This design comes from an exercise in tuning for small area and a short achievable clock period on the open sky130 flow, not from production work.
At most, simulation tests tie the RTL to the original design; equivalence was not proved.
Only the layout flow was run in runs 5 to 8; the RTL was not checked for function there.
Power figures rest on the tool's default switching activity, not on a simulated workload.

**flow/flow/run.sh**
```bash
#!/bin/bash
# The standard layout (standard.sh, synthesis unchanged) with three changes
# to how the layout is made:
#  - the resizer may pick any size of a cell, not only cells of the same footprint
#  - ports are buffered with buf_2 instead of the delay buffer buffer_ports picks
#  - larger clock-sink clusters and no CTS dummy loads
# Each tool's output stays in orfs/logs/; make's output goes to standard.log.
set -e
bash standard.sh \
  MATCH_CELL_FOOTPRINT=0 \
  "BUFFER_PORTS_ARGS=-buffer_cell sky130_fd_sc_hd__buf_2" \
  "CTS_ARGS=-sink_clustering_enable -repair_clock_nets -sink_clustering_size 30 -sink_clustering_max_diameter 100 -dont_use_dummy_load" \
  finish > standard.log 2>&1
```
**flow/standard.sh**
```bash
#!/bin/bash
# synth_recipe.tcl (not shown) runs the flow's synth.tcl, then flattens the netlist and writes it again
# the make line also repeats each setting of config.mk as NAME=value (left out here)
make -C /OpenROAD-flow-scripts/flow DESIGN_CONFIG=/design/flow/config.mk WORK_HOME=/design/flow/orfs CLKGATE_MAP_FILE= SYNTH_SCRIPT=/design/flow/synth_recipe.tcl "${@:-finish}"
```
**flow/config.mk**
```make
export PLATFORM = sky130hd
export DESIGN_NAME = apb_top
export DESIGN_NICKNAME = apb_top
export VERILOG_FILES = /design/flow/design.v
export SDC_FILE = /design/flow/constraint.sdc
export NUM_CORES = 4
export LEC_CHECK = 0
export CAP_MARGIN = 20
export CORE_MARGIN = 2
export CORE_UTILIZATION = 40
export PLACE_DENSITY = 0.6
export SETUP_SLACK_MARGIN = 2.8
export SLEW_MARGIN = 20
export SYNTH_HIERARCHICAL = 1
export TNS_END_PERCENT = 0
```
**flow/constraint.sdc**
```tcl
create_clock -name core_clock -period 5.0 [get_ports {PCLK}]
set_input_delay 1.0000 -clock core_clock [delete_from_list [all_inputs] [get_ports {PCLK}]]
set_output_delay 1.0000 -clock core_clock [all_outputs]
set_load 0.01 [all_outputs]
```
**flow/design.v**
```verilog
module master_apb (
input PCLK,
input PRESETn,
input transfer,
output reg PENABLE
);
reg setup_q;
always @(posedge PCLK or negedge PRESETn)
begin
if(!PRESETn)
begin
setup_q<=1'b0;
PENABLE<=1'b0;
end
else
begin
setup_q<=transfer&~setup_q;
PENABLE<=setup_q;
end
end
endmodule
module RAM_slave #(parameter ADDRESS=8, parameter DATA=8, parameter LOCATION=64)(
input PCLK,PRESETn,
input PENABLE,
input PWRITE,
input [ADDRESS-1:0] waddr,
input [ADDRESS-1:0] raddr,
input [DATA-1:0] pwdata,
output reg [DATA-1:0] rdata
);
reg [DATA-1:0] memory [0:63];
reg [7:0] w_row, w_bank;    
reg [DATA-1:0] wr_data_n;   
wire [7:0] w_row_d, w_bank_d;
onehot8 w_row_dec (.en(PENABLE & PWRITE & (waddr < LOCATION)), .a(waddr[2:0]), .y(w_row_d));
dec8 w_bank_dec (.a(waddr[5:3]), .y(w_bank_d));
always @(posedge PCLK or negedge PRESETn)
begin
if(!PRESETn)
w_row<=8'b0;
else
w_row<=w_row_d;
end
always @(posedge PCLK)
begin
w_bank<=w_bank_d;
wr_data_n<=~pwdata;
end
wire rd = PENABLE & ~PWRITE;
wire [7:0] r_row [0:DATA/2-1];
wire [7:0] r_bank;
onehot8 r_bank_dec (.en(rd & (raddr < LOCATION)), .a(raddr[5:3]), .y(r_bank));
genvar g, b;
generate
for (b=0; b<DATA/2; b=b+1) begin : rdec
dec8 r_row_dec (.a(raddr[2:0]), .y(r_row[b]));
end
for (g=0; g<64; g=g+1) begin : loc
wire [DATA-1:0] d;
ram_row_next #(.DATA(DATA)) nxt (.bank(w_bank[g/8]), .row(w_row[g%8]), .wd_n(wr_data_n), .q(memory[g]), .d(d));
always @(posedge PCLK or negedge PRESETn)
begin
if(!PRESETn)
memory[g]<='b0;
else
memory[g]<=d;
end
end
for (b=0; b<DATA; b=b+1) begin : rbit
wire [7:0] bank_data;
wire rnext;
for (g=0; g<8; g=g+1) begin : bank
sel8 s (.sel(r_row[b/2]), .d({memory[8*g+7][b], memory[8*g+6][b], memory[8*g+5][b], memory[8*g+4][b],
                         memory[8*g+3][b], memory[8*g+2][b], memory[8*g+1][b], memory[8*g][b]}),
        .y(bank_data[g]));
end
sel8_hold s (.sel(r_bank), .d(bank_data), .hold(~rd), .q(rdata[b]), .y(rnext));
always @(posedge PCLK or negedge PRESETn)
begin
if(!PRESETn)
rdata[b]<=1'b0;
else
rdata[b]<=rnext;
end
end
endgenerate
endmodule
module ram_row_next #(parameter DATA=8)(
input bank, row,
input [DATA-1:0] wd_n,
input [DATA-1:0] q,
output [DATA-1:0] d
);
wire nwe = ~(bank & row);
genvar b;
generate
for (b=0; b<DATA; b=b+1) begin : bc
ram_bit_next nxt (.nwe(nwe), .wd_n(wd_n[b]), .q(q[b]), .d(d[b]));
end
endgenerate
endmodule
module ram_bit_next (
input nwe,
input wd_n,
input q,
output d
);
assign d = ~((wd_n | nwe) & ~(q & nwe));
endmodule
module onehot8 (
input en,
input [2:0] a,
output [7:0] y
);
assign y = en ? (8'b1 << a) : 8'b0;
endmodule
module dec8 (
input [2:0] a,
output [7:0] y
);
assign y = 8'b1 << a;
endmodule
module sel8 (
input [7:0] sel,
input [7:0] d,
output y
);
assign y = |(sel & d);
endmodule
module sel8_hold (
input [7:0] sel,
input [7:0] d,
input hold,
input q,
output y
);
assign y = |(sel & d) | (hold & q);
endmodule
module apb_top #(parameter ADDRESS=8, parameter DATA =8, parameter LOCATION=64)(
input PCLK,PRESETn,transfer,READ_WRITE,
input [ADDRESS-1:0] apb_write_paddr,apb_read_paddr,
input [DATA-1:0] apb_write_data,
output [DATA-1:0] apb_read_data_out);
wire PENABLE;
master_apb master(
.PCLK(PCLK),
.PRESETn(PRESETn),
.transfer(transfer),
.PENABLE(PENABLE));
RAM_slave #(.ADDRESS(ADDRESS),.DATA(DATA), .LOCATION(LOCATION)) slave_dut (
.PCLK(PCLK),
.PRESETn(PRESETn),
.PENABLE(PENABLE),
.PWRITE(READ_WRITE),
.waddr(apb_write_paddr),
.raddr(apb_read_paddr),
.pwdata(apb_write_data),
.rdata(apb_read_data_out)
);
endmodule
```
==> reports/qor.yml, run 1 <==
synthesis:
  ys_async_sr_fraction_pct: 97.1
  synth_edf_count: 0
  synthCells: 2062
  synth.avg_cell_area_um2: 10.5
  synth_area_leaders: "dfrtp_1 (61%), o21ai_1 (12%), nand2_1 (10%)"
  synth_top_area_share_pct: 61.4
  syn_nets: 2090
  synth.ff_latch_count: 546
  synth_seq_area_share_pct: 62.9
  yosysUniqueCellTypes: 23
  syn_area_mm2: 0.0216
  synth.most_common_cell: "nand2_1"
  yosysTopAreaCell: "dfrtp_1"
  synth_ff_type: "dfrtp_1"
  synthTopCellsByCount: "nand2_1 (576), dfrtp_1 (530), o21ai_1 (512), a22oi_1 (264), nand4_1 (64)"
  yosysWarnings: 10
sta:
  finalCritPeriodShare_pct: 44.9
  fin_skew_ps: 46.5
  timing.final.crit_period_ps: 2240
  setup_tns_ps: 0
  rsz0062_at_grt: "yes"
  drv_slew: 0
  finalSetupViolCount: 0
  relSlewSlack_pct: 37.0
  final_hold_viol_count: 0
  tightest_slew_ps: 943
  fmax_mhz: 446
finish:
  fillCellCount: 5137
  syn_to_final_growth_pct: 10.2
  final-seq-area_mm2: 0.0136
  num_antenna_cells: 0
  multi_input_area_mm2: 0.00817
  layout-drive-gt1-share_pct: 7.61
  fin_nets: 2184
die:
  dieArea_mm2: 0.0559
  rows: 85
  dieWidth_um: 236
  die_height_um: 236
  core_area_mm2: 0.0536
  ios: 36
  start_util_pct: 40.3
pwr:
  p_leak_nw: 10.2
  peakVddDrop_mv: 0.229
  powerDensity_mw_per_mm2: 303
  total_power_mw: 7.20
critical_path:
  worstPathArrival_ps: 1240
  rr_worst_depth: 5
  end_kind: "output pin"
  critPathLaunchType: "register"
  regToRegStartpoint: "master.PENABLE"
  slowest_delay_ps: 490
  cp_max_fo: 2
  cp.required_ps: 4000
  rrSetupSlack_ps: 3030
  worstSetupPathType: "reg2out"
  cp_top_family: "flip-flops"
  r2r-end: "slave_dut.rdata[3]"
  critical_path_buf_inv_count: 1
  slowest_stage: "dfrtp_2"
  crit_chain: "buf_6"
global_route:
  grtUsageTotal_pct: 25.4
  grt_antenna_before_repair: 1
  grt_pass1_wl_um: 107000
  overflow: 0
  grt_pass1_vias: 16400
  grt_max_degree: 145
cts:
  clk_latency_ps: 600
  tritoncts: "yes"
  htreeDepth: 1
  cts_buffer_depth: 3
  root_buffer: "clkbuf_16"
  clk_pin_slew_ps: 120
  cts_buffers: 24
  cts_sinks: 546
detailed_routing:
  viasPerCell: 6.01
  firstDrtPassIters: 8
  drcViolationCount: 0
  wirelength_um: 70700
  ant_nets: 0
  drt_iter0_markers: 1953
  vias: 17100
  wl_per_cell_um: 24.8
place:
  io_buffers: 35
  dp_hpwl_um: 47400
  gp_routability_congestion: 0.899
hold_path:
  hold_path_class: "in2async"
run:
  drv_cap: 0
status:
  status: "complete, no violations"
worst max-delay path by stage:
stage,slack [ps],startpoint,depth (start not counted),endpoint
floorplan,2830,apb_read_paddr[1],6,slave_dut.rdata[0]
global placement,1720,apb_read_paddr[1],7,slave_dut.rdata[4]
detailed placement,1700,apb_read_paddr[1],7,slave_dut.rdata[4]
CTS,2740,apb_read_paddr[1],6,slave_dut.rdata[1]
global route,2730,slave_dut.rdata[7],1,apb_read_data_out[7]
finish,2760,slave_dut.rdata[7],1,apb_read_data_out[7]
logic make-up after synthesis:
logic type      synth area share, %
buf+inv                       0.139
compound gates                 22.3
flops                          62.9
simple gates                   14.7
registers in the layout, indices dropped and copies added, names as in the netlist:
register and flops:
master.setup_q 1, slave_dut.rdata 8, slave_dut.wr_data_n 8, slave_dut.w_row 8
slave_dut.w_bank 8, slave_dut.memory 512, master.PENABLE 1
per-module statistics from Yosys, one instance, submodules excluded, a selection:
module / area [um^2] / copies in the design
onehot8: 95.1 / 2
dec8: 65.1 / 5
master_apb: 63.8 / 1
sel8_hold: 46.3 / 8
sel8: 36.3 / 64
ram_bit_next: 8.76 / 512
where the power goes:
part           leakage (nW)  internal, mW  total [mW]  switching (mW)
Sequential             7.50          4.50        4.56          0.0598
Combinational          2.41        0.0908       0.412           0.321
Clock                 0.296         0.865        2.23            1.37
what timing repair did:
action / CTS / global route
hold buffers: 0 / 0
pin swaps: 1 / 3
setup endpoints to repair: 15 / 16
setup buffers: 1 / 2
resized for setup: 26 / 16
per-layer routing:
| layer | global-route usage, % | up-vias | part of all wire (%) |
|---|---|---|---|
| met5 | 0 | - | 0 |
| met4 | 6.02 | 0 | 2.4 |
| met3 | 6.10 | 103 | 9.4 |
| met2 | 38.1 | 688 | 44 |
| met1 | 37.3 | 8476 | 44 |
| li1 | - | 7862 | - |
final cells by class:
type | count | area share (%)
clock buffer | 24 | 2.52
inverter | 8 | 0.126
multi-input combinational | 1508 | 34.3
sequential | 546 | 57.1
tap | 696 | 3.66
timing repair buffer | 68 | 2.21
through the flow:
step / std cells / hold WS [ps] / utilization (%) / setup slack (ps) / cell area [um^2]
after global routing: 2850 / 410 / 44.4 / 2730 / 23800
after detailed placement: 2823 / 438 / 42.9 / 1700 / 23000
final: 2850 / 392 / 44.4 / 2760 / 23800
after global placement: 2823 / 416 / 42.9 / 1720 / 23000
after floorplan: 2062 / 409 / - / 2830 / 21700
after CTS: 2848 / 396 / 44.2 / 2740 / 23700
cells in the final DEF, fill, tap and decap left out, types with 3 or more instances in the layout:
cell       count
buf_12         4
nor3b_1        3
nor3b_2       11
a221oi_2       5
buf_4         29
a222oi_1       8
and4b_2        4
nand4_1       64
and3b_4       12
dfxtp_1        8
nand2_1      576
and4bb_1       4
inv_1          8
dfxtp_2        8
buf_2         29
a22o_1         8
a22oi_2        3
buf_8          4
dfrtp_1      526
nand3_1        8
nor3_2         4
a221oi_4       3
dfrtp_2        4
and3_2         3
and3b_2        3
and4bb_2       3
a22oi_1      261
clkbuf_16     24
o21ai_1      512
==> inputs of run 2 (changes only) <==
--- a/flow/config.mk
+++ b/flow/config.mk
@@ -12,4 +12,4 @@
 export SETUP_SLACK_MARGIN = 2.8
 export SLEW_MARGIN = 20
 export SYNTH_HIERARCHICAL = 1
-export TNS_END_PERCENT = 0
+export TNS_END_PERCENT = 30
==> run 2 against run 1 <==
  * Largest power group unchanged
  * Sequential power barely moved
  * Critical endpoint unchanged
  * Non-clock buffer count grew 4
  * Sequential cell count is the same
  * Sequential share of layout area decreased by 0.22 points
==> reports/qor.yml, run 2 <==
sta:
  setup_tns_ps: 0  # unchanged
  fin_skew_ps: 51.3  # +4.76 ps
  tightest_slew_ps: 936  # -6.52 ps
  timing.final.crit_period_ps: 2260  # +17.4 ps
  whs_ps: 384  # -8.04 ps
  final_hold_viol_count: 0  # unchanged
  finalCritPeriodShare_pct: 45.2  # +0.35 points
  final.setup.worst_slack_ps: 2740  # -17.4 ps
  drv_slew: 0  # unchanged
  relSlewSlack_pct: 37.4  # +0.44 points
  rsz0062_at_grt: "yes"
  finalSetupViolCount: 0  # unchanged
  fmax_mhz: 442  # -0.77%
finish:
  layout.cells.non_filler: 2855  # +0.18%
  num_antenna_cells: 0  # unchanged
  final_cell_area_mm2: 0.0239  # +0.39%
  final_cell_mix: "nand2_1 (576), dfrtp_1 (526), o21ai_1 (512)"
  layout-drive-gt1-share_pct: 7.92  # +0.31 points
  fin_nets: 2189  # +0.23%
  regMostFlops: "slave_dut.memory"
  largest_register_ffs: 512  # unchanged
  syn_to_final_growth_pct: 10.6
  final_common_cell: "nand2_1"
  final_util_pct: 44.6  # +0.18 points
critical_path:
  slowest_stage: "dfrtp_2"
  critical_path_buf_inv_count: 1  # unchanged
  cp_top_family: "flip-flops"
  cp.required_ps: 4000  # about the same
  crit_chain: "buf_6"
  slowest_delay_ps: 500  # about the same
  cp_max_fo: 2  # unchanged
  end_kind: "output pin"
  critPathLaunchType: "register"
  worstSetupPathType: "reg2out"
  worstPathArrival_ps: 1260  # +20 ps
synthesis:
  syn_nets: 2090  # unchanged
  synthTopCellsByCount: "nand2_1 (576), dfrtp_1 (530), o21ai_1 (512), a22oi_1 (264), nand4_1 (64)"
  synth.avg_cell_area_um2: 10.5  # unchanged
  ys_async_sr_fraction_pct: 97.1  # unchanged
  synth.ff_latch_count: 546  # unchanged
  yosysWarnings: 10  # unchanged
  synth.most_common_cell: "nand2_1"
  yosysTopAreaCell: "dfrtp_1"
  yosysUniqueCellTypes: 23  # unchanged
  synth_area_leaders: "dfrtp_1 (61%), o21ai_1 (12%), nand2_1 (10%)"
  synth_seq_area_share_pct: 62.9  # unchanged
  synth_edf_count: 0  # unchanged
  syn_area_mm2: 0.0216  # unchanged
  synth_top_area_share_pct: 61.4  # unchanged
  synth_ff_type: "dfrtp_1"
  synthCells: 2062  # unchanged
cts:
  clk_pin_slew_ps: 120  # about the same
  cts_buffer_depth: 3  # unchanged
  cts_buffers: 24  # unchanged
  root_buffer: "clkbuf_16"
  postCtsHoldBufs: 0  # unchanged
  htreeDepth: 1  # unchanged
  tritoncts: "yes"
  clk_latency_ps: 600  # about the same
  cts_sinks: 546  # unchanged
pwr:
  powerDensity_mw_per_mm2: 302  # -0.13%
  total_power_mw: 7.22  # +0.26%
  peakVddDrop_mv: 0.232  # +1.5%
  p_leak_nw: 10.2  # +0.38%
global_route:
  grtUsageMet2_pct: 38.4  # +0.29 points
  met3_usage_pct: 6.18  # +0.082 points
  busiest_layer: "met2"
  grtUsageTotal_pct: 25.5  # +0.046 points
  grtUsageMet1_pct: 37.1  # -0.15 points
  overflow: 0  # unchanged
  grt_pass1_wl_um: 108000  # +0.16%
  grt_pass1_vias: 16400  # +0.38%
  grt_max_degree: 145  # unchanged
  grt_antenna_before_repair: 1  # unchanged
place:
  gp_routability_congestion: 0.899  # unchanged
  dp_slack_ps: 1700  # unchanged
  dp_hpwl_um: 47400  # unchanged
  place_inst: 2823  # unchanged
  io_buffers: 35  # unchanged
  place_area_mm2: 0.0230  # unchanged
detailed_routing:
  vias: 17200  # +0.58%
  wirelength_um: 70900  # +0.32%
  ant_nets: 0  # unchanged
  drt_iter0_markers: 2068  # +5.9%
  drcViolationCount: 0  # unchanged
  firstDrtPassIters: 8  # unchanged
  viasPerCell: 6.03  # +0.41%
  wl_per_cell_um: 24.8  # +0.14%
die:
  rows: 85  # unchanged
  start_util_pct: 40.3  # unchanged
  ios: 36  # unchanged
  core_area_mm2: 0.0536  # unchanged
  dieWidth_um: 236  # unchanged
  dieArea_mm2: 0.0559  # unchanged
  die_height_um: 236  # unchanged
status:
  status: "complete, no violations"
hold_path:
  hold_path_class: "in2async"
run:
  drv_cap: 0  # unchanged
-- run 2: cell counts after synthesis --
Identical to the previous run, type by type.
-- run 2: final cells by class --
type,instances,area (um^2)
Fill cell,5124,29700
Sequential cell,546,13600
Multi-Input combinational cell,1509,8200
Tap cell,696,871
Clock buffer,24,601
Timing Repair Buffer,72,592
Inverter,8,30.0
-- run 2: what timing repair did --
action | 4_1_cts | 5_1_grt
buffers inserted | 7 | 0
hold endpoints to repair | 0 | 0
resized for setup | 34 | 20
cloned | 0 | 1
pin swaps | 2 | 5
setup endpoints to repair | 15 | 16
-- run 2: Yosys stat by module (local to each module, per instance), excerpt --
module	cells inside	area (um^2)	flip-flops and latches
ram_bit_next	2	8.76	0
onehot8	8	95.1	0
master_apb	3	63.8	2
sel8	5	36.3	0
dec8	8	65.1	0
sel8_hold	5	46.3	0
-- run 2: path summary, 6_finish.rpt --
check	slack (ps)	startpoint	endpoint	cells past startpoint
setup / recovery	2740	slave_dut.rdata[7]	apb_read_data_out[7]	1
hold / removal	380	PRESETn	slave_dut.w_row[7]	1
setup reg to reg	3040	master.PENABLE	slave_dut.rdata[1]	4
hold reg to reg	460	master.setup_q	master.PENABLE	0
max in group asynchronous	3320	PRESETn	slave_dut.memory[62][3]	2
min in group core_clock	460	master.setup_q	master.PENABLE	0
-- run 2: metal layers --
layer	vias to the layer above	share of wire (%)
met2	712	44
met4	0	2.2
li1	7889	-
met5	-	0
met1	8537	44
met3	91	9.7
-- run 2: report_power, final --
group          internal, mW  switching (mW)
Sequential             4.50          0.0599
Combinational        0.0956           0.323
Clock                 0.865            1.38
Total                  5.46            1.76
-- run 2: cells by family after synthesis --
logic type | after synthesis | share of synthesized area, %
compound gates | 800 | 22.3
buf+inv | 8 | 0.139
flops | 546 | 62.9
simple gates | 708 | 14.7
==> inputs of run 3 (changes only) <==
--- a/flow/config.mk
+++ b/flow/config.mk
@@ -9,7 +9,7 @@
 export CORE_MARGIN = 2
 export CORE_UTILIZATION = 40
 export PLACE_DENSITY = 0.6
-export SETUP_SLACK_MARGIN = 2.8
+export SETUP_SLACK_MARGIN = 2.9
 export SLEW_MARGIN = 20
 export SYNTH_HIERARCHICAL = 1
-export TNS_END_PERCENT = 30
+export TNS_END_PERCENT = 10
==> run 3 against run 2 <==
  * Still clean
  * Sequential share of layout area down 0.50 points
  * Critical path depth unchanged
  * Die area unchanged
  * Count of clock-buffer cells in the layout down 1
  * Combinational power up 11%
  * Critical path type unchanged
  * Largest power group unchanged
==> reports/qor.yml, run 3 <==
sta:
  finalCritPeriodShare_pct: 44.9  # -0.33 points
  finalSetupViolCount: 0  # unchanged
  final_hold_viol_count: 0  # unchanged
  setup_tns_ps: 0  # unchanged
  tightest_slew_ps: 916  # -20.1 ps
  timing.final.crit_period_ps: 2240  # -16.4 ps
  drv_slew: 0  # unchanged
  rsz0062_at_grt: "yes"
  final.setup.worst_slack_ps: 2760  # +16.4 ps
  whs_ps: 450  # +65.8 ps
  fmax_mhz: 445  # +0.73%
  relSlewSlack_pct: 38.9  # +1.5 points
  fin_skew_ps: 57.1  # +5.80 ps
die:
  dieWidth_um: 236  # unchanged
  ios: 36  # unchanged
  core_area_mm2: 0.0536  # unchanged
  dieArea_mm2: 0.0559  # unchanged
  rows: 85  # unchanged
  start_util_pct: 40.3  # unchanged
  die_height_um: 236  # unchanged
synthesis:
  ys_async_sr_fraction_pct: 97.1  # unchanged
  synth.most_common_cell: "nand2_1"
  yosysTopAreaCell: "dfrtp_1"
  synth_edf_count: 0  # unchanged
  yosysWarnings: 10  # unchanged
  synth_seq_area_share_pct: 62.9  # unchanged
  synthCells: 2062  # unchanged
  syn_nets: 2090  # unchanged
  synth.ff_latch_count: 546  # unchanged
  synthTopCellsByCount: "nand2_1 (576), dfrtp_1 (530), o21ai_1 (512), a22oi_1 (264), nand4_1 (64)"
  syn_area_mm2: 0.0216  # unchanged
  yosysUniqueCellTypes: 23  # unchanged
  synth_ff_type: "dfrtp_1"
  synth.avg_cell_area_um2: 10.5  # unchanged
  synth_area_leaders: "dfrtp_1 (61%), o21ai_1 (12%), nand2_1 (10%)"
  synth_top_area_share_pct: 61.4  # unchanged
finish:
  layout.cells.non_filler: 2867  # +0.42%
  largest_register_ffs: 512  # unchanged
  syn_to_final_growth_pct: 11.6
  num_antenna_cells: 0  # unchanged
  regMostFlops: "slave_dut.memory"
  layout-drive-gt1-share_pct: 8.66  # +0.74 points
  final_common_cell: "nand2_1"
  fillCellCount: 5134  # +0.20%
  final_cell_mix: "nand2_1 (576), dfrtp_1 (527), o21ai_1 (512)"
  final_util_pct: 45.0  # +0.39 points
  final_cell_area_mm2: 0.0241  # +0.89%
  fin_nets: 2201  # +0.55%
critical_path:
  worstSetupPathType: "reg2out"
  critical_path_buf_inv_count: 1  # unchanged
  crit_chain: "buf_2"
  end_kind: "output pin"
  critPathLaunchType: "register"
  slowest_delay_ps: 480  # -20 ps
  cp.required_ps: 4000  # about the same
  worstPathArrival_ps: 1240  # -20 ps
  cp_top_family: "flip-flops"
  cp_max_fo: 2  # unchanged
  slowest_stage: "dfrtp_2"
detailed_routing:
  met1_length_um: 32600  # +4.0%
  drcViolationCount: 0  # unchanged
  dr_wl_met3_um: 6550  # -4.9%
  wl_per_cell_um: 26.1  # +5.1%
  viasPerCell: 6.10  # +1.1%
  firstDrtPassIters: 6  # -2
  ant_nets: 0  # unchanged
  drt_iter0_markers: 2280  # +10%
  vias: 17500  # +1.6%
  routed.top_layer: "met5"
  met2WireLength_um: 32600  # +4.7%
  wirelength_um: 74900  # +5.6%
global_route:
  grtUsageTotal_pct: 26.8  # +1.4 points
  grt_pass1_vias: 16700  # +1.8%
  grt_pass1_wl_um: 112000  # +4.0%
  grt_antenna_before_repair: 1  # unchanged
  grt_max_degree: 113  # -22%
  overflow: 0  # unchanged
cts:
  cts_sinks: 546  # unchanged
  tritoncts: "yes"
  root_buffer: "clkbuf_16"
  clk_pin_slew_ps: 120  # about the same
  clk_latency_ps: 610  # about the same
  htreeDepth: 1  # unchanged
  cts_buffers: 23  # -4.2%
  postCtsHoldBufs: 0  # unchanged
  cts_buffer_depth: 3  # unchanged
pwr:
  total_power_mw: 7.23  # +0.17%
  peakVddDrop_mv: 0.235  # +1.0%
  powerDensity_mw_per_mm2: 300  # -0.71%
  p_leak_nw: 10.4  # +1.2%
place:
  place_inst: 2820  # -0.11%
  dp_slack_ps: 1470  # -230 ps
  gp_routability_congestion: 0.929  # +3.4%
  place_area_mm2: 0.0231  # +0.23%
  io_buffers: 35  # unchanged
  dp_hpwl_um: 48800  # +3.0%
status:
  status: "complete, no violations"
hold_path:
  hold_path_class: "reg2reg"
run:
  drv_cap: 0  # unchanged
## run 3: cell counts after synthesis
No cell type changed its count.
## run 3: kinds of logic (layout without fill, tap and decap cells)
| group | after synthesis | after routing | share of synthesized area (%) |
|---|---|---|---|
| compound gates | 800 | 800 | 22.3 |
| buf+inv | 8 | 117 | 0.139 |
| simple gates | 708 | 708 | 14.7 |
| flops | 546 | 546 | 62.9 |
## run 3: path summary, 6_finish.rpt
kind | startpoint | endpoint | slack (ps) | cells past startpoint
max | slave_dut.rdata[7] | apb_read_data_out[7] | 2760 | 1
min | master.setup_q | master.PENABLE | 450 | 0
max reg2reg | slave_dut.w_row[4] | slave_dut.memory[44][4] | 2910 | 3
min reg2reg | master.setup_q | master.PENABLE | 450 | 0
max in group asynchronous | PRESETn | slave_dut.memory[31][6] | 3310 | 2
min in group asynchronous | PRESETn | slave_dut.memory[56][4] | 460 | 1
## run 3: cell type report
type | count | area (um^2) | share of cell area (%)
clock buffer | 23 | 576 | 2.39
inverter | 8 | 30.0 | 0.125
timing repair buffer | 86 | 776 | 3.22
sequential | 546 | 13600 | 56.4
multi-input combinational | 1508 | 8250 | 34.2
tap | 696 | 871 | 3.61
## run 3: modules after synthesis, one instance, submodules excluded, excerpt
module / times used / cells
dec8: 5 / 8
master_apb: 1 / 3
onehot8: 2 / 8
ram_bit_next: 512 / 2
sel8: 64 / 5
sel8_hold: 8 / 5
## run 3: where the power goes
group	switching (mW)	total (mW)	internal, mW
registers	0.0630	4.56	4.50
clock network	1.38	2.21	0.832
logic	0.355	0.466	0.111
## run 3: layer usage
layer  vias up  GRT usage, %
li1       7904             -
met1      8591          39.0
met2       851          40.1
met3       151          5.02
met4         2          9.97
met5         -             0
## run 3: timing repair
action | CTS | global route
gates resized for setup | 31 | 26
buffers inserted | 18 | 6
setup endpoints to repair | 16 | 16
pin swaps | 2 | 6
==> inputs of run 4 (changes only) <==
--- a/flow/config.mk
+++ b/flow/config.mk
@@ -9,7 +9,7 @@
 export CORE_MARGIN = 2
 export CORE_UTILIZATION = 40
 export PLACE_DENSITY = 0.6
-export SETUP_SLACK_MARGIN = 2.9
+export SETUP_SLACK_MARGIN = 2.75
 export SLEW_MARGIN = 20
 export SYNTH_HIERARCHICAL = 1
 export TNS_END_PERCENT = 10
==> run 4 against run 3 <==
  * Total power down 0.40%
  * Core utilization shrank 0.72 points
  * Synthesized cell count unchanged
  * Global-route usage shrank 1.4 points
  * Worst hold slack lost 58 ps
==> reports/qor.yml, run 4 <==
sta:
  tightest_slew_ps: 925  # +9.12 ps
  fin_skew_ps: 44.1  # -13.0 ps
  finalSetupViolCount: 0  # unchanged
  final_hold_viol_count: 0  # unchanged
  drv_slew: 0  # unchanged
  setup_tns_ps: 0  # unchanged
  timing.final.crit_period_ps: 2340  # +97.5 ps
  final.setup.worst_slack_ps: 2660  # -97.5 ps
  fmax_mhz: 427  # -4.2%
  finalCritPeriodShare_pct: 46.9  # +2.0 points
  whs_ps: 392  # -57.9 ps
  rsz0062_at_grt: "yes"
  relSlewSlack_pct: 38.2  # -0.76 points
synthesis:
  synth_compound_area_share_pct: 22.3  # unchanged
  synth-simple-area-share_pct: 14.7  # unchanged
  synth_fa_ha_area_share_pct: 0  # unchanged
  yosysTopAreaCell: "dfrtp_1"
  synthTopCellsByCount: "nand2_1 (576), dfrtp_1 (530), o21ai_1 (512), a22oi_1 (264), nand4_1 (64)"
  synthCells: 2062  # unchanged
  synth_area_leaders: "dfrtp_1 (61%), o21ai_1 (12%), nand2_1 (10%)"
  yosysWarnings: 10  # unchanged
  synth.most_common_cell: "nand2_1"
  synth_ff_type: "dfrtp_1"
  syn_area_mm2: 0.0216  # unchanged
  synth_seq_area_share_pct: 62.9  # unchanged
  synth.mux.area_fraction_pct: 0  # unchanged
  synth_xor_area_share_pct: 0  # unchanged
  synth_top_area_share_pct: 61.4  # unchanged
  syn_nets: 2090  # unchanged
  synth_top_family_by_area: "compound AO/OA/AOI/OAI gates"
  synth.avg_cell_area_um2: 10.5  # unchanged
  synth_edf_count: 0  # unchanged
  synth.ff_latch_count: 546  # unchanged
  ys_async_sr_fraction_pct: 97.1  # unchanged
  yosysUniqueCellTypes: 23  # unchanged
place:
  dp_hpwl_um: 47400  # -3.0%
  gp_routability_congestion: 0.899  # -3.3%
  place_inst: 2823  # +0.11%
  io_buffers: 35  # unchanged
  dp_slack_ps: 1700  # +230 ps
finish:
  final_common_cell: "nand2_1"
  regMostFlops: "slave_dut.memory"
  fin_nets: 2182  # -0.86%
  largest_register_ffs: 512  # unchanged
  layout.cells.non_filler: 2848  # -0.66%
  syn_to_final_growth_pct: 9.84
  final_cell_mix: "nand2_1 (576), dfrtp_1 (530), o21ai_1 (512)"
  layout-drive-gt1-share_pct: 7.25  # -1.4 points
  num_antenna_cells: 0  # unchanged
status:
  status: "complete, no violations"
die:
  start_util_pct: 40.3  # unchanged
  die_height_um: 236  # unchanged
  rows: 85  # unchanged
  core_area_mm2: 0.0536  # unchanged
  ios: 36  # unchanged
  dieWidth_um: 236  # unchanged
  dieArea_mm2: 0.0559  # unchanged
critical_path:
  cp.required_ps: 4000  # about the same
  cp_top_family: "flip-flops"
  worstPathArrival_ps: 1340  # +100 ps
  worstSetupPathType: "reg2out"
  crit_start: "slave_dut.rdata[7]"
  end_kind: "output pin"
  critPathLaunchType: "register"
  regToRegStartpoint: "master.PENABLE"
  crit_chain: "buf_2"
  slowest_delay_ps: 530  # +50 ps
  slowest_stage: "dfrtp_1"
  cp_max_fo: 2  # unchanged
  critical_path_buf_inv_count: 1  # unchanged
detailed_routing:
  ant_nets: 0  # unchanged
  vias: 17100  # -2.1%
  drcViolationCount: 0  # unchanged
  drt_iter0_markers: 2065  # -9.4%
  wirelength_um: 70700  # -5.7%
  firstDrtPassIters: 5  # -1
  wl_per_cell_um: 24.8  # -5.0%
  viasPerCell: 6.01  # -1.5%
cts:
  cts_buffers: 24  # +4.3%
  clk_pin_slew_ps: 120  # about the same
  tritoncts: "yes"
  clk_latency_ps: 600  # about the same
  cts_sinks: 546  # unchanged
  cts_buffer_depth: 3  # unchanged
  root_buffer: "clkbuf_16"
  htreeDepth: 1  # unchanged
global_route:
  grt_pass1_wl_um: 107000  # -4.0%
  grt_antenna_before_repair: 1  # unchanged
  grt_max_degree: 145  # +28%
  grt_pass1_vias: 16400  # -2.1%
  overflow: 0  # unchanged
  grtUsageTotal_pct: 25.4  # -1.4 points
pwr:
  p_switching_mw: 1.76  # -2.2%
  switching_share_pct: 24.4  # -0.44 points
  seqPwrFrac_pct: 63.2  # +0.2 points
  internal-power_mw: 5.45  # +0.18%
  p_leak_nw: 10.2  # -1.6%
  clkPwrFrac_pct: 31.1  # +0.6 points
  peakVddDrop_mv: 0.229  # -2.4%
  p_comb_share_pct: 5.6  # -0.8 points
  total_power_mw: 7.20  # -0.40%
  powerDensity_mw_per_mm2: 304  # +1.2%
hold_path:
  hold_path_class: "in2async"
run:
  drv_cap: 0  # unchanged
## run 4: cell count changes in the layout (fill, tap and decap cells not counted), sizes merged
| cell | change |
|---|---|
| buf | -20 |
| clkbuf | +1 |
## run 4: timing repair
item,CTS,global route
endpoints found under the hold margin,0,0
setup endpoints to repair,12,13
setup buffers,1,0
hold buffers,0,0
pin swaps,1,0
resized for setup,23,4
## run 4: worst paths after layout
| check | endpoint | slack [ps] | cells past startpoint |
|---|---|---|---|
| setup / recovery | apb_read_data_out[7] | 2660 | 1 |
| hold / removal | slave_dut.memory[61][1] | 390 | 1 |
| setup reg to reg | slave_dut.rdata[3] | 2980 | 5 |
| hold reg to reg | master.PENABLE | 460 | 0 |
| max in group asynchronous | slave_dut.memory[15][2] | 3300 | 2 |
| min in group core_clock | master.PENABLE | 460 | 0 |
## run 4: layout make-up
| class | count | area (um^2) |
|---|---|---|
| multi-input combinational | 1508 | 8140 |
| fill | 5150 | 29900 |
| sequential | 546 | 13600 |
| clock buffer | 24 | 601 |
| timing repair buffer | 66 | 487 |
| tap | 696 | 871 |
| inverter | 8 | 30.0 |
## run 4: power groups by stage
stage | registers (mW) | logic (mW) | clock network [mW]
after floorplan | 4.66 | 0.123 | 0
after CTS | 4.55 | 0.410 | 2.27
final | 4.56 | 0.407 | 2.24
after detailed placement | 4.64 | 0.404 | 0
after global placement | 4.64 | 0.391 | 0
after global routing | 4.57 | 0.451 | 2.44
## run 4: kinds of logic after synthesis
kind of cell | after synthesis
compound gates | 800
simple gates | 708
buf+inv | 8
flops | 546
## run 4: modules after synthesis (local to each module, per instance), excerpt
module	cell area [um^2]	cells inside	flip-flops and latches
onehot8	95.1	8	0
dec8	65.1	8	0
master_apb	63.8	3	2
sel8_hold	46.3	5	0
sel8	36.3	5	0
ram_bit_next	8.76	2	0
## run 4: per-layer routing
metal / GRT usage [%] / routed length, um / vias to the layer above
met5: 0 / 0 / -
met4: 6.02 / 1610 / 0
met3: 6.10 / 6850 / 85
met2: 38.1 / 30900 / 726
met1: 37.3 / 31300 / 8443
li1: - / - / 7872
## run 4: metrics by stage
stage / cell area [um^2] / utilization (%)
after floorplan: 21700 / -
after global placement: 23000 / 42.9
after detailed placement: 23000 / 42.9
after CTS: 23700 / 44.2
after global routing: 23700 / 44.2
final: 23700 / 44.2
==> inputs of run 5 (changes only) <==
--- a/flow/design.v
+++ b/flow/design.v
@@ -47,12 +47,12 @@
 wr_data_n<=~pwdata;
 end
 wire rd = PENABLE & ~PWRITE;
-wire [7:0] r_row [0:DATA/2-1];
+wire [7:0] r_row [0:DATA-1];
 wire [7:0] r_bank;
 onehot8 r_bank_dec (.en(rd & (raddr < LOCATION)), .a(raddr[5:3]), .y(r_bank));
 genvar g, b;
 generate
-for (b=0; b<DATA/2; b=b+1) begin : rdec
+for (b=0; b<DATA; b=b+1) begin : rdec
 dec8 r_row_dec (.a(raddr[2:0]), .y(r_row[b]));
 end
 for (g=0; g<64; g=g+1) begin : loc
@@ -70,7 +70,7 @@
 wire [7:0] bank_data;
 wire rnext;
 for (g=0; g<8; g=g+1) begin : bank
-sel8 s (.sel(r_row[b/2]), .d({memory[8*g+7][b], memory[8*g+6][b], memory[8*g+5][b], memory[8*g+4][b],
+sel8 s (.sel(r_row[b]), .d({memory[8*g+7][b], memory[8*g+6][b], memory[8*g+5][b], memory[8*g+4][b],
                          memory[8*g+3][b], memory[8*g+2][b], memory[8*g+1][b], memory[8*g][b]}),
         .y(bank_data[g]));
 end
--- a/flow/config.mk
+++ b/flow/config.mk
@@ -9,7 +9,7 @@
 export CORE_MARGIN = 2
 export CORE_UTILIZATION = 40
 export PLACE_DENSITY = 0.6
-export SETUP_SLACK_MARGIN = 2.75
+export SETUP_SLACK_MARGIN = 2.8
 export SLEW_MARGIN = 20
 export SYNTH_HIERARCHICAL = 1
 export TNS_END_PERCENT = 10
==> run 5 against run 4 <==
  * Wire length up 23%
  * Non-clock buffer count up 22
  * Clock skew up 16 ps
  * Synthesized cell count up 1.6%
  * Final cell count up 1.9%
  * Sequential power about the same
  * Maximum frequency up 1.5%
  * Total power up 1.9%
  * Highest routed layer unchanged
==> reports/qor.yml, run 5 <==
status:
  status: "complete, no violations"
cts:
  cts_buffer_depth: 3  # unchanged
  clk_latency_ps: 610  # about the same
  root_buffer: "clkbuf_16"
  postCtsHoldBufs: 0  # unchanged
  clk_pin_slew_ps: 120  # about the same
  htreeDepth: 1  # unchanged
  cts_buffers: 24  # unchanged
  tritoncts: "yes"
  cts_sinks: 546  # unchanged
critical_path:
  slowest_delay_ps: 580  # +50 ps
  critPathLaunchType: "input port"
  critical_path_buf_inv_count: 1  # unchanged
  worstPathArrival_ps: 2840  # +1500 ps
  rrSetupSlack_ps: 2970  # about the same
  end_kind: "register"
  cp_top_family: "simple AND/OR/NAND/NOR gates"
  crit_chain: "buf_2 -> nor4b_4 -> and4_2 -> a22o_1 -> a221oi_2 -> nand3_1"
  slowest_stage: "nor4b_4"
  worstSetupPathType: "in2reg"
  cp.required_ps: 5530  # +1530 ps
  cp_max_fo: 8  # +6
pwr:
  internal-power_mw: 5.49  # +0.75%
  p_switching_mw: 1.85  # +5.7%
  total_power_mw: 7.35  # +1.9%
  switching_share_pct: 25.3  # +0.89 points
  peakVddDrop_mv: 0.232  # +1.3%
  seqPwrFrac_pct: 62.3  # -0.9 points
  p_leak_nw: 10.5  # +3.5%
  clkPwrFrac_pct: 30.8  # -0.3 points
  p_comb_share_pct: 6.9  # +1.3 points
  powerDensity_mw_per_mm2: 297  # -2.4%
detailed_routing:
  drt_iter0_markers: 2359  # +14%
  ant_nets: 0  # unchanged
  wirelength_um: 86800  # +23%
  viasPerCell: 6.26  # +4.1%
  drcViolationCount: 0  # unchanged
  wl_per_cell_um: 29.9  # +21%
  vias: 18200  # +6.0%
  firstDrtPassIters: 6  # +1
die:
  core_area_mm2: 0.0539  # +0.60%
  dieWidth_um: 238  # +0.59%
  ios: 36  # unchanged
  dieArea_mm2: 0.0565  # +1.2%
  rows: 85  # unchanged
  start_util_pct: 40.5  # +0.24 points
  die_height_um: 238  # +0.59%
sta:
  finalSetupViolCount: 0  # unchanged
  final_hold_viol_count: 0  # unchanged
  fin_skew_ps: 60.5  # +16.4 ps
  whs_ps: 414  # +22.6 ps
  timing.final.crit_period_ps: 2310  # -34.8 ps
  setup_tns_ps: 0  # unchanged
  fmax_mhz: 433  # +1.5%
  rsz0062_at_grt: "yes"
  finalCritPeriodShare_pct: 46.2  # -0.70 points
  tightest_slew_ps: 968  # +42.0 ps
  relSlewSlack_pct: 35.5  # -2.7 points
  drv_slew: 0  # unchanged
finish:
  largest_register_ffs: 512  # unchanged
  final_cell_mix: "nand2_1 (576), dfrtp_1 (529), o21ai_1 (512)"
  layout-drive-gt1-share_pct: 12.3  # +5.0 points
  syn_to_final_growth_pct: 13.4
  final-seq-area_mm2: 0.0136  # about the same
  final_common_cell: "nand2_1"
  num_antenna_cells: 0  # unchanged
  fillCellCount: 5032  # -2.3%
  fin_nets: 2236  # +2.5%
  multi_input_area_mm2: 0.00880  # +8.1%
  regMostFlops: "slave_dut.memory"
synthesis:
  synth.ff_latch_count: 546  # unchanged
  synth_ff_type: "dfrtp_1"
  synth.avg_cell_area_um2: 10.4  # -0.34%
  syn_area_mm2: 0.0219  # +1.2%
  synthTopCellsByCount: "nand2_1 (576), dfrtp_1 (530), o21ai_1 (512), a22oi_1 (264), nand4_1 (64)"
  yosysWarnings: 10  # unchanged
  synth.most_common_cell: "nand2_1"
  synth_seq_area_share_pct: 62.2  # -0.75 points
  synth_area_leaders: "dfrtp_1 (61%), o21ai_1 (12%), nand2_1 (9.9%)"
  synthCells: 2094  # +1.6%
  synth_top_area_share_pct: 60.7  # -0.73 points
  yosysUniqueCellTypes: 23  # unchanged
  yosysTopAreaCell: "dfrtp_1"
  synth_edf_count: 0  # unchanged
  syn_nets: 2122  # +1.5%
  ys_async_sr_fraction_pct: 97.1  # unchanged
global_route:
  grtUsageTotal_pct: 30.8  # +5.3 points
  grt_pass1_wl_um: 126000  # +17%
  grt_max_degree: 98  # -32%
  grt_pass1_vias: 17300  # +5.4%
  overflow: 0  # unchanged
  grt_antenna_before_repair: 1  # unchanged
place:
  dp_hpwl_um: 61000  # +29%
  io_buffers: 35  # unchanged
  gp_routability_congestion: 1.05  # +17%
hold_path:
  hold_path_class: "in2async"
run:
  drv_cap: 0  # unchanged
==> run 5: cell types whose count changed in the layout (fill, tap and decap cells not counted), sizes merged <==
cell	delta
nor3	+4
clkbuf	+7
nor3b	+12
buf	+15
and3b	+12
and3	+4
==> run 5: cell families after synthesis <==
kind of cell / share of synthesized area (%)
AOI/OAI and AO/OA: 22.0
and+or+nand+nor: 15.7
buffers and inverters: 0.137
DFF: 62.2
==> run 5: power groups by stage <==
stage,Combinational [mW],Clock [mW],Sequential (mW)
floorplan,0.129,0,4.66
global placement,0.432,0,4.65
detailed placement,0.447,0,4.65
CTS,0.486,2.30,4.57
global route,0.546,2.46,4.58
finish,0.507,2.26,4.57
==> run 5: final timing paths <==
check                             startpoint                       to  cells past startpoint
max                        apb_read_paddr[6]       slave_dut.rdata[5]                      6
min                                  PRESETn   slave_dut.memory[3][2]                      1
max reg2reg                   master.PENABLE       slave_dut.rdata[5]                      5
min reg2reg                   master.setup_q           master.PENABLE                      0
max in group asynchronous            PRESETn  slave_dut.memory[34][2]                      2
min in group core_clock       master.setup_q           master.PENABLE                      0
==> run 5: final cells by class <==
type	count	area share (%)
multi-input cells	1540	35.5
clock buffers	24	2.42
well taps	696	3.52
repair buffers	88	3.55
flip-flops and latches	546	54.9
inverters	8	0.121
==> run 5: metal layers <==
metal / vias to the layer above / share of wire, % / GRT usage [%]
met5: - / 0 / 0
met4: 0 / 7.2 / 18.6
met3: 221 / 8.6 / 5.24
met2: 936 / 44 / 46.4
met1: 8950 / 40 / 41.7
li1: 8055 / - / -
==> run 5: per-module statistics from Yosys, one instance, submodules excluded, excerpt <==
module / flip-flops and latches / cells
dec8: 0 / 8
master_apb: 2 / 3
onehot8: 0 / 8
ram_bit_next: 0 / 2
sel8: 0 / 5
sel8_hold: 0 / 5
==> run 5: timing repair <==
item,in CTS,in global routing
setup buffers,3,3
endpoints found under the setup margin,12,13
cloned,5,3
gates resized for setup,104,29
pin swaps,13,19
==> run 5: worst register-to-register path, stage by stage (launching register included) <==
cell	delay, ps
dfrtp_1	370
nor4b_4	550
and4_2	560
a22o_1	320
a221oi_2	80
nand3_1	100
==> run 5: stage by stage <==
stage	instance area, um^2	setup slack (ps)	cells	utilization [%]
after detailed placement	23300	1340	2864	43.3
final	24800	2690	2902	45.9
after global placement	23200	343	2858	43.1
after floorplan	21900	2850	2094	-
after CTS	24500	2760	2896	45.5
after global routing	24800	2740	2902	45.9
==> inputs of run 6 (changes only) <==
--- a/flow/flow/run.sh
+++ b/flow/flow/run.sh
@@ -9,5 +9,5 @@
 bash standard.sh \
   MATCH_CELL_FOOTPRINT=0 \
   "BUFFER_PORTS_ARGS=-buffer_cell sky130_fd_sc_hd__buf_2" \
-  "CTS_ARGS=-sink_clustering_enable -repair_clock_nets -sink_clustering_size 30 -sink_clustering_max_diameter 100 -dont_use_dummy_load" \
+  "CTS_ARGS=-sink_clustering_enable -repair_clock_nets -sink_clustering_size 25 -sink_clustering_max_diameter 100 -dont_use_dummy_load" \
   finish > standard.log 2>&1
==> run 6 against run 5 <==
  * Still clean
  * Highest routed layer unchanged
  * Non-clock buffer count rose by 2
  * Sequential cell count did not move
  * Synthesized area did not move
  * Critical endpoint is now slave_dut.rdata[0]
==> reports/qor.yml, run 6 <==
synthesis:
  synth_ff_type: "dfrtp_1"
  yosysUniqueCellTypes: 23  # unchanged
  syn_area_mm2: 0.0219  # unchanged
  synth_top_area_share_pct: 60.7  # unchanged
  synth_area_leaders: "dfrtp_1 (61%), o21ai_1 (12%), nand2_1 (9.9%)"
  synth.ff_latch_count: 546  # unchanged
  ys_async_sr_fraction_pct: 97.1  # unchanged
  yosysWarnings: 10  # unchanged
  synth.most_common_cell: "nand2_1"
  synth_edf_count: 0  # unchanged
  synthCells: 2094  # unchanged
  syn_nets: 2122  # unchanged
  synth.avg_cell_area_um2: 10.4  # unchanged
  synthTopCellsByCount: "nand2_1 (576), dfrtp_1 (530), o21ai_1 (512), a22oi_1 (264), nand4_1 (64)"
  yosysTopAreaCell: "dfrtp_1"
  synth_seq_area_share_pct: 62.2  # unchanged
detailed_routing:
  drcViolationCount: 0  # unchanged
  vias: 18300  # +0.57%
  drt_iter0_markers: 2368  # +0.38%
  wirelength_um: 86600  # -0.26%
  ant_nets: 0  # unchanged
  viasPerCell: 6.28  # +0.39%
  firstDrtPassIters: 8  # +2
  wl_per_cell_um: 29.8  # -0.44%
critical_path:
  cp_max_fo: 8  # unchanged
  r2r-end: "slave_dut.rdata[0]"
  rr_worst_depth: 4  # -1
  cp.required_ps: 5510  # -20 ps
  worstSetupPathType: "in2reg"
  crit_start: "apb_read_paddr[6]"
  worstPathArrival_ps: 2840  # about the same
  end_kind: "register"
  regToRegStartpoint: "master.PENABLE"
  rrSetupSlack_ps: 2940  # -30 ps
  critPathLaunchType: "input port"
place:
  dp_hpwl_um: 61000  # unchanged
  place_inst: 2864  # unchanged
  place_area_mm2: 0.0233  # unchanged
  dp_slack_ps: 1340  # unchanged
  io_buffers: 35  # unchanged
  gp_routability_congestion: 1.05  # unchanged
finish:
  final_common_cell: "nand2_1"
  largest_register_ffs: 512  # unchanged
  syn_to_final_growth_pct: 13.2
  regMostFlops: "slave_dut.memory"
  final_cell_area_mm2: 0.0247  # -0.15%
  fillCellCount: 5047  # +0.30%
  final_cell_mix: "nand2_1 (576), dfrtp_1 (529), o21ai_1 (512)"
  multi_input_area_mm2: 0.00873  # -0.77%
  layout.cells.non_filler: 2907  # +0.17%
  final-seq-area_mm2: 0.0136  # unchanged
  fin_nets: 2240  # +0.18%
  final_util_pct: 45.9  # -0.070 points
  layout-drive-gt1-share_pct: 12.0  # -0.25 points
cts:
  clk_latency_ps: 620  # about the same
  cts_sinks: 546  # unchanged
  clk_pin_slew_ps: 100  # -20 ps
  cts_buffer_depth: 3  # unchanged
  cts_buffers: 26  # +8.3%
  tritoncts: "yes"
  root_buffer: "clkbuf_16"
  postCtsHoldBufs: 0  # unchanged
  htreeDepth: 1  # unchanged
pwr:
  powerDensity_mw_per_mm2: 300  # +1.2%
  peakVddDrop_mv: 0.244  # +5.1%
  p_leak_nw: 10.6  # +0.18%
  total_power_mw: 7.42  # +1.0%
global_route:
  grt_antenna_before_repair: 1  # unchanged
  grt_pass1_vias: 17100  # -0.65%
  grtUsageTotal_pct: 30.6  # -0.18 points
  overflow: 0  # unchanged
  grt_pass1_wl_um: 125000  # -0.83%
  grt_max_degree: 98  # unchanged
sta:
  whs_ps: 429  # +14.6 ps
  final_hold_viol_count: 0  # unchanged
  finalSetupViolCount: 0  # unchanged
  fmax_mhz: 429  # -0.94%
  fin_skew_ps: 50.7  # -9.81 ps
  relSlewSlack_pct: 31.4  # -4.1 points
  final.setup.worst_slack_ps: 2670  # -21.9 ps
  timing.final.crit_period_ps: 2330  # +21.9 ps
  rsz0062_at_grt: "yes"
  finalCritPeriodShare_pct: 46.6  # +0.44 points
  tightest_slew_ps: 1020  # +53.2 ps
  setup_tns_ps: 0  # unchanged
  drv_slew: 0  # unchanged
run:
  drv_cap: 0  # unchanged
die:
  dieWidth_um: 238  # unchanged
  ios: 36  # unchanged
  start_util_pct: 40.5  # unchanged
  die_height_um: 238  # unchanged
  core_area_mm2: 0.0539  # unchanged
  rows: 85  # unchanged
  dieArea_mm2: 0.0565  # unchanged
status:
  status: "complete, no violations"
hold_path:
  hold_path_class: "in2async"
run 6: critical path, cell delays in order:
cell and delay (ps):
buf_2 190, nor4b_4 570, nor4b_4 700, a222oi_1 240, nand3_1 130
run 6: per-module statistics from Yosys (local to each module, per instance), excerpt:
module,cell area [um^2],copies in the design,flip-flops and latches
master_apb,63.8,1,2
ram_bit_next,8.76,512,0
dec8,65.1,9,0
sel8,36.3,64,0
onehot8,95.1,2,0
sel8_hold,46.3,8,0
run 6: how the worst max path moves through the flow:
stage / endpoint / cells after the start
global placement: slave_dut.rdata[3] / 6
global route: slave_dut.rdata[6] / 8
CTS: apb_read_data_out[4] / 1
finish: slave_dut.rdata[0] / 5
detailed placement: slave_dut.rdata[7] / 8
floorplan: slave_dut.rdata[0] / 5
run 6: cell type report:
| cell class | instances | area share [%] |
|---|---|---|
| multi-input cells | 1540 | 35.3 |
| repair buffers | 90 | 3.47 |
| inverters | 8 | 0.121 |
| well taps | 696 | 3.52 |
| clock buffers | 26 | 2.63 |
| flip-flops and latches | 546 | 55.0 |
| diodes | 1 | 0.0101 |
run 6: cell families (layout without fill, tap and decap cells):
| family | after synthesis | count (layout) | synth area share [%] |
|---|---|---|---|
| AO/OA/AOI/OAI | 800 | 800 | 22.0 |
| flip-flops | 546 | 546 | 62.2 |
| buffers and inverters | 8 | 124 | 0.137 |
| other | 0 | 1 | 0 |
| AND/OR/NAND/NOR | 740 | 740 | 15.7 |
run 6: power breakdown:
part	total, mW	internal [mW]	switching (mW)
combinational	0.501	0.125	0.376
sequential	4.57	4.50	0.0756
clock	2.35	0.931	1.41
total	7.42	5.55	1.87
run 6: repair_timing:
item / CTS / global route
buffers inserted: 1 / 9
pin swaps: 8 / 19
resized for setup: 89 / 31
cloned: 2 / 4
setup endpoints to repair: 14 / 15
run 6: per-layer routing:
| layer | wire [um] | vias up | global-route usage [%] | share of wire, % |
|---|---|---|---|---|
| met1 | 34700 | 9030 | 42.1 | 40 |
| met2 | 37800 | 952 | 46.0 | 44 |
| met3 | 7740 | 226 | 4.95 | 8.9 |
| met4 | 6380 | 0 | 17.8 | 7.4 |
| li1 | - | 8057 | - | - |
| met5 | 0 | - | 0 | 0 |
==> inputs of run 7 (changes only) <==
--- a/flow/design.v
+++ b/flow/design.v
@@ -29,35 +29,22 @@
 output reg [DATA-1:0] rdata
 );
 reg [DATA-1:0] memory [0:63];
-reg [7:0] w_row, w_bank;    
-reg [DATA-1:0] wr_data_n;   
-wire [7:0] w_row_d, w_bank_d;
-onehot8 w_row_dec (.en(PENABLE & PWRITE & (waddr < LOCATION)), .a(waddr[2:0]), .y(w_row_d));
-dec8 w_bank_dec (.a(waddr[5:3]), .y(w_bank_d));
-always @(posedge PCLK or negedge PRESETn)
-begin
-if(!PRESETn)
-w_row<=8'b0;
-else
-w_row<=w_row_d;
-end
-always @(posedge PCLK)
-begin
-w_bank<=w_bank_d;
-wr_data_n<=~pwdata;
-end
+wire [DATA-1:0] wd_n = ~pwdata;   
+wire [7:0] w_row, w_bank;
+onehot8 w_row_dec (.en(PENABLE & PWRITE & (waddr < LOCATION)), .a(waddr[2:0]), .y(w_row));
+dec8 w_bank_dec (.a(waddr[5:3]), .y(w_bank));
 wire rd = PENABLE & ~PWRITE;
-wire [7:0] r_row [0:DATA-1];
+wire [7:0] r_row [0:DATA/2-1];
 wire [7:0] r_bank;
 onehot8 r_bank_dec (.en(rd & (raddr < LOCATION)), .a(raddr[5:3]), .y(r_bank));
 genvar g, b;
 generate
-for (b=0; b<DATA; b=b+1) begin : rdec
+for (b=0; b<DATA/2; b=b+1) begin : rdec
 dec8 r_row_dec (.a(raddr[2:0]), .y(r_row[b]));
 end
 for (g=0; g<64; g=g+1) begin : loc
 wire [DATA-1:0] d;
-ram_row_next #(.DATA(DATA)) nxt (.bank(w_bank[g/8]), .row(w_row[g%8]), .wd_n(wr_data_n), .q(memory[g]), .d(d));
+ram_row_next #(.DATA(DATA)) nxt (.bank(w_bank[g/8]), .row(w_row[g%8]), .wd_n(wd_n), .q(memory[g]), .d(d));
 always @(posedge PCLK or negedge PRESETn)
 begin
 if(!PRESETn)
@@ -70,7 +57,7 @@
 wire [7:0] bank_data;
 wire rnext;
 for (g=0; g<8; g=g+1) begin : bank
-sel8 s (.sel(r_row[b]), .d({memory[8*g+7][b], memory[8*g+6][b], memory[8*g+5][b], memory[8*g+4][b],
+sel8 s (.sel(r_row[b/2]), .d({memory[8*g+7][b], memory[8*g+6][b], memory[8*g+5][b], memory[8*g+4][b],
                          memory[8*g+3][b], memory[8*g+2][b], memory[8*g+1][b], memory[8*g][b]}),
         .y(bank_data[g]));
 end
==> run 7 against run 6 <==
  * First-iteration DRC count down 4.7%
  * Still clean
  * Via count decreased by 5.7%
  * Synthesized area decreased by 3.6%
  * Final cell count down 1.6%
  * Combinational power is essentially flat
  * Non-clock buffer count grew 17
  * Global-route usage down 4.1 points
==> reports/qor.yml, run 7 <==
sta:
  relSlewSlack_pct: 33.9  # +2.5 points
  fin_skew_ps: 45.6  # -5.03 ps
  rsz0062_at_grt: "yes"
  setup_tns_ps: 0  # unchanged
  final_hold_viol_count: 0  # unchanged
  tightest_slew_ps: 991  # -29.4 ps
  timing.final.crit_period_ps: 2400  # +72.4 ps
  whs_ps: 476  # +47.4 ps
  fmax_mhz: 416  # -3.0%
  finalCritPeriodShare_pct: 48.0  # +1.4 points
  finalSetupViolCount: 0  # unchanged
  drv_slew: 0  # unchanged
synthesis:
  synth.ff_latch_count: 522  # -4.4%
  synth_top_area_share_pct: 62.0  # +1.3 points
  synth_ff_type: "dfrtp_1"
  synth_seq_area_share_pct: 62.0  # -0.17 points
  synthTopCellsByCount: "nand2_1 (576), dfrtp_1 (522), o21ai_1 (512), a22oi_1 (264), nand4_1 (64)"
  synth_area_leaders: "dfrtp_1 (62%), o21ai_1 (12%), nand2_1 (10%)"
  synth.avg_cell_area_um2: 10.3  # -0.92%
  synth.most_common_cell: "nand2_1"
  yosysWarnings: 10  # unchanged
  synthCells: 2038  # -2.7%
  ys_async_sr_fraction_pct: 100  # +2.9 points
  yosysTopAreaCell: "dfrtp_1"
  syn_nets: 2066  # -2.6%
  synth_edf_count: 0  # unchanged
  syn_area_mm2: 0.0211  # -3.6%
  yosysUniqueCellTypes: 22  # -4.3%
finish:
  largest_register_ffs: 512  # unchanged
  regMostFlops: "slave_dut.memory"
  final_cell_mix: "nand2_1 (527), dfrtp_1 (522), o21ai_1 (512)"
  final_cell_area_mm2: 0.0241  # -2.4%
  layout-drive-gt1-share_pct: 13.1  # +1.1 points
  fin_nets: 2202  # -1.7%
  final_common_cell: "nand2_1"
  top_regs: "slave_dut.memory x512, slave_dut.rdata x8"
  syn_to_final_growth_pct: 14.5
  num_antenna_cells: 0  # -1
  fillCellCount: 4924  # -2.4%
cts:
  tritoncts: "yes"
  cts_sinks: 522  # -4.4%
  clk_latency_ps: 600  # -20 ps
  htreeDepth: 1  # unchanged
  clk_pin_slew_ps: 100  # about the same
  root_buffer: "clkbuf_16"
  cts_buffer_depth: 3  # unchanged
  postCtsHoldBufs: 0  # unchanged
  cts_buffers: 25  # -3.8%
hold_path:
  hold_path_class: "reg2reg"
  hold_depth: 1
run:
  drv_cap: 0  # unchanged
pwr:
  peakVddDrop_mv: 0.231  # -5.2%
  powerDensity_mw_per_mm2: 293  # -2.2%
  p_leak_nw: 10.3  # -2.2%
die:
  ios: 36  # unchanged
  dieWidth_um: 234  # -1.8%
  dieArea_mm2: 0.0545  # -3.5%
  rows: 84  # -1.2%
  start_util_pct: 40.3  # -0.27 points
  core_area_mm2: 0.0523  # -2.9%
  die_height_um: 234  # -1.8%
place:
  dp_hpwl_um: 45600  # -25%
  io_buffers: 35  # unchanged
  place_area_mm2: 0.0225  # -3.5%
  gp_routability_congestion: 0.873  # -17%
status:
  status: "complete, no violations"
critical_path:
  cp_top_family: "simple AND/OR/NAND/NOR gates"
  slowest_stage: "and4bb_2"
  worstSetupPathType: "in2reg"
  critPathLaunchType: "input port"
  rr_worst_depth: 5  # +1
  cp_num_cells: 6  # +1
  cp_max_fo: 16  # +8
  critical_path_buf_inv_count: 1  # unchanged
  slowest_delay_ps: 500  # -200 ps
  cp.required_ps: 5460  # -50 ps
  worstPathArrival_ps: 2860  # +20 ps
  crit_chain: "buf_2 -> and4bb_2 -> and4bb_2 -> nand2_1 -> nand2_1 -> o21ai_1"
  end_kind: "register"
global_route:
  grt_pass1_vias: 16400  # -4.5%
  grt_max_degree: 117  # +19%
  overflow: 0  # unchanged
  grt_antenna_before_repair: 0  # -1
  grtUsageTotal_pct: 26.5  # -4.1 points
  grt_pass1_wl_um: 107000  # -14%
detailed_routing:
  drcViolationCount: 0  # unchanged
  ant_nets: 0  # unchanged
  drt_iter0_markers: 2257  # -4.7%
  wirelength_um: 72500  # -16%
  vias: 17200  # -5.7%
  viasPerCell: 6.02  # -4.2%
  wl_per_cell_um: 25.4  # -15%
  firstDrtPassIters: 6  # -2
run 7: layout make-up:
class                   instances  area, um^2  area share (%)
clock buffers                  25         626            2.59
multi-input cells            1510        8510            35.3
well taps                     688         861            3.57
repair buffers                107        1040            4.30
flip-flops and latches        522       13100            54.1
inverters                       8        30.0           0.124
run 7: final timing paths:
check,endpoint,from,slack (ps)
max in group asynchronous,slave_dut.rdata[3],PRESETn,3210
min,master.setup_q,master.setup_q,480
max reg2reg,slave_dut.memory[9][7],master.PENABLE,2800
min in group asynchronous,slave_dut.memory[21][0],PRESETn,520
max,slave_dut.memory[9][7],apb_write_paddr[7],2600
min reg2reg,master.setup_q,master.setup_q,480
run 7: where the power goes:
| group | switching, mW | internal (mW) |
|---|---|---|
| clock | 1.33 | 0.895 |
| combinational | 0.376 | 0.128 |
| sequential | 0.0483 | 4.30 |
run 7: logic make-up (layout without fill, tap and decap cells):
logic type	after synthesis	in the layout	synth area share (%)
AND/OR/NAND/NOR	708	710	15.0
flip-flops	522	522	62.0
buffers and inverters	8	140	0.143
AO/OA/AOI/OAI	800	800	22.8
run 7: per-layer routing:
layer	wire length (um)	global-route usage, %	vias to the layer above	share of wire [%]
li1	-	-	7886	-
met1	32200	38.6	8517	44
met2	32100	39.8	679	44
met3	5880	4.27	136	8.1
met4	2280	9.73	0	3.1
met5	0	0	-	0
run 7: timing repair:
item,4_1_cts,5_1_grt
endpoints found under the setup margin,525,462
gates resized for setup,84,64
gates cloned,2,4
buffers inserted,11,24
pin swaps,11,26
run 7: stage by stage:
step                      util (%)  std cells  power (mW)  setup WS [ps]
after CTS                     45.0       2832        7.08           2680
after global routing          46.1       2860        7.31           2590
after global placement        43.0       2794        4.85           1520
after detailed placement      43.0       2794        4.87           1480
final                         46.1       2860        7.08           2600
after floorplan                  -       2038        4.58           2600
run 7: Yosys stat by module, one instance, submodules excluded, excerpt:
module        cell area [um^2]  cells inside  flops+latches
sel8                      36.3             5              0
master_apb                63.8             3              2
dec8                      65.1             8              0
sel8_hold                 46.3             5              0
ram_bit_next              8.76             2              0
onehot8                   95.1             8              0
==> inputs of run 8 (changes only) <==
--- a/flow/config.mk
+++ b/flow/config.mk
@@ -10,6 +10,6 @@
 export CORE_UTILIZATION = 40
 export PLACE_DENSITY = 0.6
 export SETUP_SLACK_MARGIN = 2.8
-export SLEW_MARGIN = 20
+export SLEW_MARGIN = 75
 export SYNTH_HIERARCHICAL = 1
 export TNS_END_PERCENT = 10
==> run 8 against run 7 <==
  * Sequential power is essentially flat
  * Register-to-register slack gained 130 ps
  * Count of clock-buffer cells in the layout is the same
  * Sequential cell count is the same
  * Clock skew shrank 18 ps
  * Cell area grew 4.9%
  * First-iteration DRC count shrank 3.2%
  * Synthesized cell count is the same
  * Wire length grew 0.39%
  * Worst hold slack lost 250 ps
  * Maximum frequency grew 6.5%
==> reports/qor.yml, run 8 <==
cts:
  postCtsHoldBufs: 0  # unchanged
  cts_buffers: 25  # unchanged
  cts_sinks: 522  # unchanged
  clk_latency_ps: 580  # -20 ps
  cts_buffer_depth: 3  # unchanged
  root_buffer: "clkbuf_16"
  tritoncts: "yes"
  clk_pin_slew_ps: 100  # about the same
synthesis:
  syn_area_mm2: 0.0211  # unchanged
  syn_nets: 2066  # unchanged
  synth_ff_type: "dfrtp_1"
  synth_edf_count: 0  # unchanged
  synth.most_common_cell: "nand2_1"
  synth_seq_area_share_pct: 62.0  # unchanged
  ys_async_sr_fraction_pct: 100  # unchanged
  synthCells: 2038  # unchanged
  yosysTopAreaCell: "dfrtp_1"
  yosysUniqueCellTypes: 22  # unchanged
  synth.ff_latch_count: 522  # unchanged
  yosysWarnings: 10  # unchanged
  synth_area_leaders: "dfrtp_1 (62%), o21ai_1 (12%), nand2_1 (10%)"
finish:
  regMostFlops: "slave_dut.memory"
  top_regs: "slave_dut.memory x512, slave_dut.rdata x8"
  layout-drive-gt1-share_pct: 15.8  # +2.7 points
  final_cell_mix: "dfrtp_1 (522), nand2_1 (512), o21ai_1 (512)"
  syn_to_final_growth_pct: 20.2
  final_common_cell: "dfrtp_1"
  largest_register_ffs: 512  # unchanged
  final-seq-area_mm2: 0.0131  # unchanged
  num_antenna_cells: 0  # unchanged
die:
  core_area_mm2: 0.0523  # unchanged
  start_util_pct: 40.3  # unchanged
  rows: 84  # unchanged
  die_height_um: 234  # unchanged
  ios: 36  # unchanged
  dieWidth_um: 234  # unchanged
  dieArea_mm2: 0.0545  # unchanged
critical_path:
  rr_worst_depth: 9  # +4
  cp_max_fo: 14  # -2
  critPathLaunchType: "input port"
  cp.required_ps: 5460  # about the same
  worstSetupPathType: "in2reg"
  worstPathArrival_ps: 2710  # -150 ps
  end_kind: "register"
hold_path:
  hold_path_class: "in2async"
sta:
  fin_skew_ps: 27.7  # -17.9 ps
  timing.final.crit_period_ps: 2260  # -146 ps
  relSlewSlack_pct: 73.5  # +40 points
  tightest_slew_ps: 398  # -593 ps
  finalSetupViolCount: 0  # unchanged
  fmax_mhz: 443  # +6.5%
  rsz0062_at_grt: "yes"
  setup_tns_ps: 0  # unchanged
global_route:
  overflow: 0  # unchanged
  grt_max_degree: 59  # -50%
  grt_pass1_wl_um: 109000  # +1.5%
  grtUsageTotal_pct: 26.7  # +0.25 points
  grt_antenna_before_repair: 0  # unchanged
detailed_routing:
  firstDrtPassIters: 9  # +3
  wl_per_cell_um: 24.9  # -2.0%
  wirelength_um: 72800  # +0.39%
  drt_iter0_markers: 2185  # -3.2%
  ant_nets: 0  # unchanged
  drcViolationCount: 0  # unchanged
place:
  place_area_mm2: 0.0239  # +5.9%
  dp_hpwl_um: 48900  # +7.2%
  io_buffers: 35  # unchanged
run:
  drv_cap: 0  # unchanged
status:
  status: "complete, no violations"
pwr:
  total_power_mw: 7.13  # +0.70%
  peakVddDrop_mv: 0.223  # -3.6%
run 8: cell counts after synthesis:
Identical to the previous run, type by type.
run 8: per-stage QoR:
step                      utilization [%]  setup WS [ps]  cells
after floorplan                         -           2600   2038
after global placement               43.0           1520   2794
after detailed placement             45.6           1500   2869
after CTS                            47.4           2780   2907
after global routing                 48.4           2730   2929
final                                48.4           2740   2929
run 8: repair_timing:
item | CTS | global route
gates resized for setup | 62 | 50
setup endpoints to repair | 98 | 96
setup buffers | 9 | 9
pin swaps | 14 | 25
gates cloned | 4 | 1
run 8: per-layer routing:
metal / vias to the layer above / track usage (%) / wire length [um]
met5: - / 0 / 0
met4: 0 / 8.70 / 2070
met3: 129 / 4.31 / 5940
met2: 800 / 40.7 / 32900
met1: 8760 / 39.0 / 31900
li1: 8022 / - / -
run 8: how the worst min path moves through the flow:
stage,from,endpoint
floorplan,master.setup_q,master.PENABLE
global placement,master.setup_q,master.PENABLE
detailed placement,master.setup_q,master.PENABLE
CTS,PRESETn,slave_dut.memory[17][5]
global route,PRESETn,slave_dut.memory[17][5]
finish,PRESETn,slave_dut.memory[17][5]
run 8: final cells by class:
cell class | instances | area share, %
inverters | 8 | 0.188
multi-input cells | 1510 | 35.1
well taps | 688 | 3.40
clock buffers | 25 | 2.47
repair buffers | 176 | 7.24
flip-flops and latches | 522 | 51.6
run 8: Yosys stat by module, one instance, submodules excluded, excerpt:
module,cells inside,cell area [um^2],flip-flops and latches,copies in the design
ram_bit_next,2,8.76,0,512
master_apb,3,63.8,2,1
dec8,8,65.1,0,5
sel8,5,36.3,0,64
sel8_hold,5,46.3,0,8
onehot8,8,95.1,0,2
run 8: cell families (layout without fill, tap and decap cells):
group	after synthesis	count (layout)	share of synthesized area, %
compound gates	800	800	22.8
buf+inv	8	209	0.143
flops	522	522	62.0
simple gates	708	710	15.0
run 8: where the power goes:
| part | leakage (nW) | internal [mW] | total (mW) | switching (mW) |
|---|---|---|---|---|
| Clock | 0.308 | 0.896 | 2.21 | 1.31 |
| Combinational | 3.98 | 0.177 | 0.571 | 0.395 |
| Sequential | 7.26 | 4.30 | 4.35 | 0.0484 |
| Total | 11.5 | 5.37 | 7.13 | 1.76 |
run 8: worst max-delay path, stage by stage:
cell,delay (ps)
buf_16,130
nor3b_4,180
buf_6,180
a22oi_1,170
buf_2,180
nand4_1,130
a222oi_1,460
buf_2,190
nand3_1,60

Re-timed with assumed drivers on the ports (clkbuf_16 on the clock, buf_2 on other inputs), run 8 has 2.663 ns of setup slack against 2.744 ns with ideal ports, and 2.031 ns once port delays also move by the mid clock arrival of 0.632 ns.
